From an optimization exercise on the open Yosys and OpenROAD flow, aimed at small area, a short achievable clock period and few clock cycles; shortcuts taken in it are not production practice.
RTL that was checked went through simulation tests only; none was proved equivalent to the original.
No activity file was given, so power comes from the tool's default toggle rates.

## north
==> flow/design.v <==
module convolution_core (
input clk,
input reset,
input [31:0] t1,
input [31:0] t2,
input [31:0] t3,
input [31:0] t4,
input [2:0] k,
output [31:0] ret
);
	reg [31:0] acc_s, acc_c;
	reg        rst_q;
	wire [31:0] g0 = acc_s & acc_c;
	wire [31:0] p0 = acc_s ^ acc_c;
	wire [31:0] g1, p1, g2, p2, g3, p3, g4, p4, g5, p5;
	genvar i;
	generate for (i = 0; i < 32; i = i + 1) begin : pfx
		if (i % 2 == 1) begin
			assign g1[i] = g0[i] | p0[i] & g0[i-1];
			assign p1[i] = p0[i] & p0[i-1];
		end else begin
			assign g1[i] = g0[i]; assign p1[i] = p0[i];
		end
		if (i % 4 >= 2) begin
			assign g2[i] = g1[i] | p1[i] & g1[(i/4)*4+1];
			assign p2[i] = p1[i] & p1[(i/4)*4+1];
		end else begin
			assign g2[i] = g1[i]; assign p2[i] = p1[i];
		end
		if (i % 8 >= 4) begin
			assign g3[i] = g2[i] | p2[i] & g2[(i/8)*8+3];
			assign p3[i] = p2[i] & p2[(i/8)*8+3];
		end else begin
			assign g3[i] = g2[i]; assign p3[i] = p2[i];
		end
		if (i % 16 >= 8) begin
			assign g4[i] = g3[i] | p3[i] & g3[(i/16)*16+7];
			assign p4[i] = p3[i] & p3[(i/16)*16+7];
		end else begin
			assign g4[i] = g3[i]; assign p4[i] = p3[i];
		end
		if (i >= 16) begin
			assign g5[i] = g4[i] | p4[i] & g4[15];
		end else begin
			assign g5[i] = g4[i];
		end
	end endgenerate
	assign ret = p0 ^ {g5[30:0], 1'b0};
	wire [31:0] xs = acc_s;
	wire [31:0] xc = acc_c;
	wire [31:0] sa = xs ^ xc ^ t1;
	wire [31:0] ca = {(xs[30:0] & xc[30:0]) | (xs[30:0] & t1[30:0]) | (xc[30:0] & t1[30:0]), k[0]};
	wire [31:0] sb = t2 ^ t3 ^ t4;
	wire [31:0] cb = {(t2[30:0] & t3[30:0]) | (t2[30:0] & t4[30:0]) | (t3[30:0] & t4[30:0]), k[1]};
	wire [31:0] sc = sa ^ ca ^ sb;
	wire [31:0] cc = {(sa[30:0] & ca[30:0]) | (sa[30:0] & sb[30:0]) | (ca[30:0] & sb[30:0]), k[2]};
	wire [31:0] sd = sc ^ cc ^ cb;
	wire [31:0] cd = {(sc[30:0] & cc[30:0]) | (sc[30:0] & cb[30:0]) | (cc[30:0] & cb[30:0]), 1'b0};
	always @(posedge clk) begin
		rst_q <= reset;
		if (rst_q) begin
			acc_s <= 32'd0;
			acc_c <= 32'd0;
		end else begin
			acc_s <= sd;
			acc_c <= cd;
		end
	end
endmodule
`timescale 1 ps / 1 ps
module chris_slave (
		input  wire [3:0]  avs_s0_address,
		input  wire        avs_s0_read,
		output wire [31:0] avs_s0_readdata,
		input  wire        avs_s0_write,
		input  wire [31:0] avs_s0_writedata,
		output wire        avs_s0_waitrequest,
		input  wire        clock_clk,
		input  wire        reset_reset,
		output wire        LEDR
	);
	wire [3:0]  a   = avs_s0_address;
	wire [31:0] wd  = avs_s0_writedata;
	wire        rst = reset_reset;
	wire        wr  = avs_s0_write;
	wire        rd  = avs_s0_read;
	reg  [31:0] v0, v1, v2, v3, v4, v5, v6, v7, v8;
	reg  [31:0] rdata;     
	reg  [31:0] n1, n2, o2;
	reg  [2:0]  k;         
	reg         pv;        
	reg         wait_q;    
	reg         wait2;     
	reg         led_q;     
	assign avs_s0_readdata    = rdata;
	assign avs_s0_waitrequest = wait_q;
	assign LEDR               = led_q;
	wire [31:0] wdm = wd & {32{~rst}};
	always @(posedge clock_clk) begin
		if (rst | (wr && a == 4'd0)) v0 <= wdm;
		if (rst | (wr && a == 4'd1)) v1 <= wdm;
		if (rst | (wr && a == 4'd2)) v2 <= wdm;
		if (rst | (wr && a == 4'd3)) v3 <= wdm;
		if (rst | (wr && a == 4'd4)) v4 <= wdm;
		if (rst | (wr && a == 4'd5)) v5 <= wdm;
		if (rst | (wr && a == 4'd6)) v6 <= wdm;
		if (rst | (wr && a == 4'd7)) v7 <= wdm;
		if (rst | (wr && a == 4'd8)) v8 <= wdm;
	end
	reg  [31:0] vmux;
	always @(*) begin
		case (a)
			4'd0: vmux = v0;
			4'd1: vmux = v1;
			4'd2: vmux = v2;
			4'd3: vmux = v3;
			4'd4: vmux = v4;
			4'd5: vmux = v5;
			4'd6: vmux = v6;
			4'd7: vmux = v7;
			default: vmux = v8;
		endcase
	end
	wire [31:0] res;
	wire [31:0] rmux = (a == 4'd9) ? res : (a > 4'd9) ? 32'hffffffff : vmux;
	function [31:0] shl;
		input [31:0] x;
		input [1:0] s;
		case (s)
			2'd0: shl = x;
			2'd1: shl = {x[30:0], 1'b0};
			2'd2: shl = {x[29:0], 2'b0};
			default: shl = {x[28:0], 3'b0};
		endcase
	endfunction
	reg [4:0] w;
	always @(*) begin
		case (a)
			4'd0: w = 5'b00_0_00;    
			4'd1: w = 5'b00_0_01;    
			4'd2: w = 5'b11_0_10;    
			4'd3: w = 5'b00_0_10;    
			4'd4: w = 5'b10_0_10;    
			4'd5: w = 5'b10_1_10;    
			4'd6: w = 5'b11_0_11;    
			4'd7: w = 5'b00_0_11;    
			default: w = 5'b10_0_11;    
		endcase
	end
	wire on  = wr && (a[3] == 1'b0 || a == 4'd8);
	wire two = on && w[4];
	wire neg = w[3];
	wire [31:0] wd2  = w[2] ? {wd[30:0], 1'b0} : wd;
	wire [31:0] old2 = w[2] ? {vmux[30:0], 1'b0} : vmux;
	always @(posedge clock_clk) begin
		rdata <= on ? ~shl(vmux, w[1:0]) : rmux;
		n1    <= on ? shl(wd, w[1:0]) : 32'd0;
		n2    <= two ? (neg ? ~wd2 : wd2) : 32'd0;
		o2    <= two ? (neg ? old2 : ~old2) : 32'd0;
		k     <= {two & ~neg, on, two & neg};
		pv    <= on;
	end
	always @(posedge clock_clk) begin
		if (rst) begin
			wait_q <= 1'b0;
			wait2  <= 1'b0;
			led_q  <= 1'b0;
		end else begin
			if (wr && a == 4'd8) begin
				wait_q <= 1'b1;
				wait2  <= 1'b0;
				led_q  <= 1'b1;
			end else if (rd) begin
				if (wait_q) begin
					wait2 <= 1'b1;
					if (wait2) wait_q <= 1'b0;
				end else begin
					led_q <= 1'b0;
				end
			end
		end
	end
	convolution_core acc (
		.clk(clock_clk),
		.reset(rst),
		.t1(n1),
		.t2(n2),
		.t3(rdata & {32{pv}}),
		.t4(o2),
		.k(k),
		.ret(res)
	);
endmodule
make LEC_CHECK=0 ABC_AREA=1 CAP_MARGIN=20 CORE_MARGIN=2 CORE_UTILIZATION=55 CTS_BUF_LIST='sky130_fd_sc_hd__clkbuf_8 sky130_fd_sc_hd__clkbuf_16' CTS_CLUSTER_DIAMETER=80 CTS_CLUSTER_SIZE=24 SETUP_SLACK_MARGIN=3.6 SLEW_MARGIN=20 finish   # period 6.0 ns
run.sh (not shown) runs the stock make flow with config.mk's settings and CLKGATE_MAP_FILE= SYNTH_SCRIPT=/design/flow/synth_recipe.tcl, a recipe that flattens the netlist after the stock synthesis.
Changes in south relative to north:
--- a/flow/design.v
+++ b/flow/design.v
@@ -46,8 +46,8 @@
 		end
 	end endgenerate
 	assign ret = p0 ^ {g5[30:0], 1'b0};
-	wire [31:0] xs = acc_s;
-	wire [31:0] xc = acc_c;
+	wire [31:0] xs = acc_s & {32{~rst_q}};
+	wire [31:0] xc = acc_c & {32{~rst_q}};
 	wire [31:0] sa = xs ^ xc ^ t1;
 	wire [31:0] ca = {(xs[30:0] & xc[30:0]) | (xs[30:0] & t1[30:0]) | (xc[30:0] & t1[30:0]), k[0]};
 	wire [31:0] sb = t2 ^ t3 ^ t4;
@@ -58,13 +58,8 @@
 	wire [31:0] cd = {(sc[30:0] & cc[30:0]) | (sc[30:0] & cb[30:0]) | (cc[30:0] & cb[30:0]), 1'b0};
 	always @(posedge clk) begin
 		rst_q <= reset;
-		if (rst_q) begin
-			acc_s <= 32'd0;
-			acc_c <= 32'd0;
-		end else begin
-			acc_s <= sd;
-			acc_c <= cd;
-		end
+		acc_s <= sd;
+		acc_c <= cd;
 	end
 endmodule
 `timescale 1 ps / 1 ps
@@ -86,8 +81,9 @@
 	wire        rd  = avs_s0_read;
 	reg  [31:0] v0, v1, v2, v3, v4, v5, v6, v7, v8;
 	reg  [31:0] rdata;     
-	reg  [31:0] n1, n2, o2;
+	reg  [31:0] n1, n2;
 	reg  [2:0]  k;         
+	reg  [4:0]  wq;        
 	reg         pv;        
 	reg         wait_q;    
 	reg         wait2;     
@@ -151,12 +147,11 @@
 	wire two = on && w[4];
 	wire neg = w[3];
 	wire [31:0] wd2  = w[2] ? {wd[30:0], 1'b0} : wd;
-	wire [31:0] old2 = w[2] ? {vmux[30:0], 1'b0} : vmux;
 	always @(posedge clock_clk) begin
-		rdata <= on ? ~shl(vmux, w[1:0]) : rmux;
+		rdata <= rmux;
+		wq    <= {two, w[3:0]};
 		n1    <= on ? shl(wd, w[1:0]) : 32'd0;
 		n2    <= two ? (neg ? ~wd2 : wd2) : 32'd0;
-		o2    <= two ? (neg ? old2 : ~old2) : 32'd0;
 		k     <= {two & ~neg, on, two & neg};
 		pv    <= on;
 	end
@@ -180,13 +175,14 @@
 			end
 		end
 	end
+	wire [31:0] old2 = wq[2] ? {rdata[30:0], 1'b0} : rdata;
 	convolution_core acc (
 		.clk(clock_clk),
 		.reset(rst),
 		.t1(n1),
 		.t2(n2),
-		.t3(rdata & {32{pv}}),
-		.t4(o2),
+		.t3(pv ? ~shl(rdata, wq[1:0]) : 32'd0),
+		.t4(wq[4] ? (wq[3] ? old2 : ~old2) : 32'd0),
 		.k(k),
 		.ret(res)
 	);
[summary]
- south went all the way through synthesis, placement and routing and the layout is clean on timing, DRC and antenna.
- Comparing first-pass iteration count of the detailed router for north and south, the bigger number came from north.
- From north to south, number of max-cap violations did not move at all.
- Compared with north, the router placed fewer vias in south.
- north has a higher post-layout net count than south.
- Diff north -> south | routed wire length | decrease of about 8%
- In south relative to north, count of buffers not belonging to the clock network in the layout had gone up by a few percent.
- | post-synthesis adder-cell area fraction | south vs north | 1.4 points higher |
- Measured against each other, north and south differ in clock skew, the higher figure coming from north.
Function was not checked in any run of this note: the RTL went through the layout flow alone.

---

Another version of the RTL of chris_slave (not shown whole).
Size in the first run: ~1800 cells after synthesis, ~490 flip-flops, ~0.023 mm2 of cells after synthesis.
==> module convolution_core, before the edit <==
module convolution_core (
input clk,
input reset,
input [31:0] t1,
input [31:0] t2,
input [31:0] t3,
input [31:0] t4,
input [2:0] k,
output [31:0] ret
);
	reg [31:0] acc_s, acc_c;
	reg        rst_q;
	wire [31:0] g0 = acc_s & acc_c;
	wire [31:0] p0 = acc_s ^ acc_c;
	wire [31:0] g1, p1, g2, p2, g3, p3, g4, p4, g5, p5;
	genvar i;
	generate for (i = 0; i < 32; i = i + 1) begin : pfx
		if (i % 2 == 1) begin
			assign g1[i] = g0[i] | p0[i] & g0[i-1];
			assign p1[i] = p0[i] & p0[i-1];
		end else begin
			assign g1[i] = g0[i]; assign p1[i] = p0[i];
		end
		if (i % 4 >= 2) begin
			assign g2[i] = g1[i] | p1[i] & g1[(i/4)*4+1];
			assign p2[i] = p1[i] & p1[(i/4)*4+1];
		end else begin
			assign g2[i] = g1[i]; assign p2[i] = p1[i];
		end
		if (i % 8 >= 4) begin
			assign g3[i] = g2[i] | p2[i] & g2[(i/8)*8+3];
			assign p3[i] = p2[i] & p2[(i/8)*8+3];
		end else begin
			assign g3[i] = g2[i]; assign p3[i] = p2[i];
		end
		if (i % 16 >= 8) begin
			assign g4[i] = g3[i] | p3[i] & g3[(i/16)*16+7];
			assign p4[i] = p3[i] & p3[(i/16)*16+7];
		end else begin
			assign g4[i] = g3[i]; assign p4[i] = p3[i];
		end
		if (i >= 16) begin
			assign g5[i] = g4[i] | p4[i] & g4[15];
		end else begin
			assign g5[i] = g4[i];
		end
	end endgenerate
	assign ret = p0 ^ {g5[30:0], 1'b0};
	wire [31:0] xs = acc_s & {32{~rst_q}};
	wire [31:0] xc = acc_c & {32{~rst_q}};
	wire [31:0] sa = xs ^ xc ^ t1;
	wire [31:0] ca = {(xs[30:0] & xc[30:0]) | (xs[30:0] & t1[30:0]) | (xc[30:0] & t1[30:0]), k[0]};
	wire [31:0] sb = t2 ^ t3 ^ t4;
	wire [31:0] cb = {(t2[30:0] & t3[30:0]) | (t2[30:0] & t4[30:0]) | (t3[30:0] & t4[30:0]), k[1]};
	wire [31:0] sc = sa ^ ca ^ sb;
	wire [31:0] cc = {(sa[30:0] & ca[30:0]) | (sa[30:0] & sb[30:0]) | (ca[30:0] & sb[30:0]), k[2]};
	wire [31:0] sd = sc ^ cc ^ cb;
	wire [31:0] cd = {(sc[30:0] & cc[30:0]) | (sc[30:0] & cb[30:0]) | (cc[30:0] & cb[30:0]), 1'b0};
	always @(posedge clk) begin
		rst_q <= reset;
		acc_s <= sd;
		acc_c <= cd;
	end
endmodule
==> module chris_slave, before the edit <==
module chris_slave (
		input  wire [3:0]  avs_s0_address,
		input  wire        avs_s0_read,
		output wire [31:0] avs_s0_readdata,
		input  wire        avs_s0_write,
		input  wire [31:0] avs_s0_writedata,
		output wire        avs_s0_waitrequest,
		input  wire        clock_clk,
		input  wire        reset_reset,
		output wire        LEDR
	);
	wire [3:0]  a   = avs_s0_address;
	wire [31:0] wd  = avs_s0_writedata;
	wire        rst = reset_reset;
	wire        wr  = avs_s0_write;
	wire        rd  = avs_s0_read;
	reg  [31:0] v0, v1, v2, v3, v4, v5, v6, v7, v8;
	reg  [31:0] rdata;     
	reg  [31:0] n1, n2, o2;
	reg  [2:0]  k;         
	reg         pv;        
	reg         wait_q;    
	reg         wait2;     
	reg         led_q;     
	assign avs_s0_readdata    = rdata;
	assign avs_s0_waitrequest = wait_q;
	assign LEDR               = led_q;
	wire [31:0] wdm = wd & {32{~rst}};
	always @(posedge clock_clk) begin
		if (rst | (wr && a == 4'd0)) v0 <= wdm;
		if (rst | (wr && a == 4'd1)) v1 <= wdm;
		if (rst | (wr && a == 4'd2)) v2 <= wdm;
		if (rst | (wr && a == 4'd3)) v3 <= wdm;
		if (rst | (wr && a == 4'd4)) v4 <= wdm;
		if (rst | (wr && a == 4'd5)) v5 <= wdm;
		if (rst | (wr && a == 4'd6)) v6 <= wdm;
		if (rst | (wr && a == 4'd7)) v7 <= wdm;
		if (rst | (wr && a == 4'd8)) v8 <= wdm;
	end
	reg  [31:0] vmux;
	always @(*) begin
		case (a)
			4'd0: vmux = v0;
			4'd1: vmux = v1;
			4'd2: vmux = v2;
			4'd3: vmux = v3;
			4'd4: vmux = v4;
			4'd5: vmux = v5;
			4'd6: vmux = v6;
			4'd7: vmux = v7;
			default: vmux = v8;
		endcase
	end
	wire [31:0] res;
	wire [31:0] rmux = (a == 4'd9) ? res : (a > 4'd9) ? 32'hffffffff : vmux;
	function [31:0] shl;
		input [31:0] x;
		input [1:0] s;
		case (s)
			2'd0: shl = x;
			2'd1: shl = {x[30:0], 1'b0};
			2'd2: shl = {x[29:0], 2'b0};
			default: shl = {x[28:0], 3'b0};
		endcase
	endfunction
	reg [4:0] w;
	always @(*) begin
		case (a)
			4'd0: w = 5'b00_0_00;    
			4'd1: w = 5'b00_0_01;    
			4'd2: w = 5'b11_0_10;    
			4'd3: w = 5'b00_0_10;    
			4'd4: w = 5'b10_0_10;    
			4'd5: w = 5'b10_1_10;    
			4'd6: w = 5'b11_0_11;    
			4'd7: w = 5'b00_0_11;    
			default: w = 5'b10_0_11;    
		endcase
	end
	wire on  = wr && (a[3] == 1'b0 || a == 4'd8);
	wire two = on && w[4];
	wire neg = w[3];
	wire [31:0] wd2  = w[2] ? {wd[30:0], 1'b0} : wd;
	wire [31:0] old2 = w[2] ? {vmux[30:0], 1'b0} : vmux;
	always @(posedge clock_clk) begin
		rdata <= on ? ~shl(vmux, w[1:0]) : rmux;
		n1    <= on ? shl(wd, w[1:0]) : 32'd0;
		n2    <= two ? (neg ? ~wd2 : wd2) : 32'd0;
		o2    <= two ? (neg ? old2 : ~old2) : 32'd0;
		k     <= {two & ~neg, on, two & neg};
		pv    <= on;
	end
	always @(posedge clock_clk) begin
		if (rst) begin
			wait_q <= 1'b0;
			wait2  <= 1'b0;
			led_q  <= 1'b0;
		end else begin
			if (wr && a == 4'd8) begin
				wait_q <= 1'b1;
				wait2  <= 1'b0;
				led_q  <= 1'b1;
			end else if (rd) begin
				if (wait_q) begin
					wait2 <= 1'b1;
					if (wait2) wait_q <= 1'b0;
				end else begin
					led_q <= 1'b0;
				end
			end
		end
	end
	convolution_core acc (
		.clk(clock_clk),
		.reset(rst),
		.t1(n1),
		.t2(n2),
		.t3(rdata & {32{pv}}),
		.t4(o2),
		.k(k),
		.ret(res)
	);
endmodule
==> flow/config.mk <==
export PLATFORM = sky130hd
export DESIGN_NAME = chris_slave
export DESIGN_NICKNAME = chris_slave
export VERILOG_FILES = /design/flow/design.v
export SDC_FILE = /design/flow/constraint.sdc
export NUM_CORES = 4
export LEC_CHECK = 0
export CAP_MARGIN = 20
export CORE_MARGIN = 2
export CORE_UTILIZATION = 55
export CTS_BUF_LIST = sky130_fd_sc_hd__clkbuf_8 sky130_fd_sc_hd__clkbuf_16
export CTS_CLUSTER_DIAMETER = 80
export CTS_CLUSTER_SIZE = 24
export SETUP_SLACK_MARGIN = 3.4
export SLEW_MARGIN = 20
==> flow/constraint.sdc <==
create_clock -name core_clock -period 6.0 [get_ports {clock_clk}]
set_input_delay 1.2000 -clock core_clock [delete_from_list [all_inputs] [get_ports {clock_clk}]]
set_output_delay 1.2000 -clock core_clock [all_outputs]
set_load 0.01 [all_outputs]
Testbench counts at the start, summed over its fixed seeds: cycles 63,899.
Change:
--- a/flow/design.v
+++ b/flow/design.v
@@ -7,11 +7,10 @@
 input [31:0] t4,
 input [2:0] k,
 output [31:0] ret
 );
 	reg [31:0] acc_s, acc_c;
-	reg        rst_q;
 	wire [31:0] g0 = acc_s & acc_c;
 	wire [31:0] p0 = acc_s ^ acc_c;
 	wire [31:0] g1, p1, g2, p2, g3, p3, g4, p4, g5, p5;
 	genvar i;
 	generate for (i = 0; i < 32; i = i + 1) begin : pfx
@@ -44,24 +43,28 @@
 		end else begin
 			assign g5[i] = g4[i];
 		end
 	end endgenerate
 	assign ret = p0 ^ {g5[30:0], 1'b0};
-	wire [31:0] xs = acc_s & {32{~rst_q}};
-	wire [31:0] xc = acc_c & {32{~rst_q}};
+	wire [31:0] xs = acc_s;
+	wire [31:0] xc = acc_c;
 	wire [31:0] sa = xs ^ xc ^ t1;
 	wire [31:0] ca = {(xs[30:0] & xc[30:0]) | (xs[30:0] & t1[30:0]) | (xc[30:0] & t1[30:0]), k[0]};
 	wire [31:0] sb = t2 ^ t3 ^ t4;
 	wire [31:0] cb = {(t2[30:0] & t3[30:0]) | (t2[30:0] & t4[30:0]) | (t3[30:0] & t4[30:0]), k[1]};
 	wire [31:0] sc = sa ^ ca ^ sb;
 	wire [31:0] cc = {(sa[30:0] & ca[30:0]) | (sa[30:0] & sb[30:0]) | (ca[30:0] & sb[30:0]), k[2]};
 	wire [31:0] sd = sc ^ cc ^ cb;
 	wire [31:0] cd = {(sc[30:0] & cc[30:0]) | (sc[30:0] & cb[30:0]) | (cc[30:0] & cb[30:0]), 1'b0};
 	always @(posedge clk) begin
-		rst_q <= reset;
-		acc_s <= sd;
-		acc_c <= cd;
+		if (reset) begin
+			acc_s <= 32'd0;
+			acc_c <= 32'd0;
+		end else begin
+			acc_s <= sd;
+			acc_c <= cd;
+		end
 	end
 endmodule
 `timescale 1 ps / 1 ps
 module chris_slave (
 		input  wire [3:0]  avs_s0_address,
@@ -81,10 +84,11 @@
 	wire        rd  = avs_s0_read;
 	reg  [31:0] v0, v1, v2, v3, v4, v5, v6, v7, v8;
 	reg  [31:0] rdata;     
 	reg  [31:0] n1, n2, o2;
 	reg  [2:0]  k;         
+	reg  [1:0]  s1;        
 	reg         pv;        
 	reg         wait_q;    
 	reg         wait2;     
 	reg         led_q;     
 	assign avs_s0_readdata    = rdata;
@@ -146,11 +150,12 @@
 	wire two = on && w[4];
 	wire neg = w[3];
 	wire [31:0] wd2  = w[2] ? {wd[30:0], 1'b0} : wd;
 	wire [31:0] old2 = w[2] ? {vmux[30:0], 1'b0} : vmux;
 	always @(posedge clock_clk) begin
-		rdata <= on ? ~shl(vmux, w[1:0]) : rmux;
+		rdata <= rmux;
+		s1    <= w[1:0];
 		n1    <= on ? shl(wd, w[1:0]) : 32'd0;
 		n2    <= two ? (neg ? ~wd2 : wd2) : 32'd0;
 		o2    <= two ? (neg ? old2 : ~old2) : 32'd0;
 		k     <= {two & ~neg, on, two & neg};
 		pv    <= on;
@@ -178,11 +183,11 @@
 	convolution_core acc (
 		.clk(clock_clk),
 		.reset(rst),
 		.t1(n1),
 		.t2(n2),
-		.t3(rdata & {32{pv}}),
+		.t3(pv ? ~shl(rdata, s1) : 32'd0),
 		.t4(o2),
 		.k(k),
 		.ret(res)
 	);
 endmodule
The new run produced a clean layout. First-iteration DRC count fell by 16%. Area after synthesis rose by 4.8%. Fmax fell by about 12%. Clock-buffer cell count fell by 1. Clock power fell by about 3%. Sequential power fell by about 2%. Global-route usage fell by 0.22 points.
The RTL of the second run of this note was laid out without a check of its function.

[afterwards: timing with drivers on the ports]
In the flow no input, the clock included, has a driving cell. The finished layouts below were timed again as built, in two steps. Step 1 (the two cells are an assumption about what drives the block):
set clk [get_ports {clock_clk}]
set_driving_cell -lib_cell sky130_fd_sc_hd__clkbuf_16 $clk
set_driving_cell -lib_cell sky130_fd_sc_hd__buf_2 [delete_from_list [all_inputs] $clk]
Step 2 also shifts input and output timing later by t, the mid clock arrival at the registers, as if the neighbouring blocks saw the same clock. Slacks: ideal / step 1 / step 2; pairs: ideal / step 1.
run | t (ns) | setup WS [ns] | worst setup path at the end | clock arrival spread, ns | worst register clock-pin slew, ns
north | 0.625 | 3.456 / 3.456 / 2.921 | input to register | 0.054 / 0.053 | 0.10 / 0.10
south | 0.655 | 3.168 / 3.168 / 2.974 | input to register | 0.037 / 0.038 | 0.10 / 0.10
the first run of note 2 | 0.643 | 3.330 / 3.266 / 2.623 | input to register | 0.030 / 0.030 | 0.10 / 0.10
the second run of note 2 | 0.661 | 2.982 / 2.982 / 2.722 | input to register | 0.044 / 0.044 | 0.11 / 0.11
After both steps setup and hold are still met in every run listed. For the first run of note 2, which loses most, drivers alone change the setup slack by -0.064 ns; drivers and shift together by -0.707 ns.
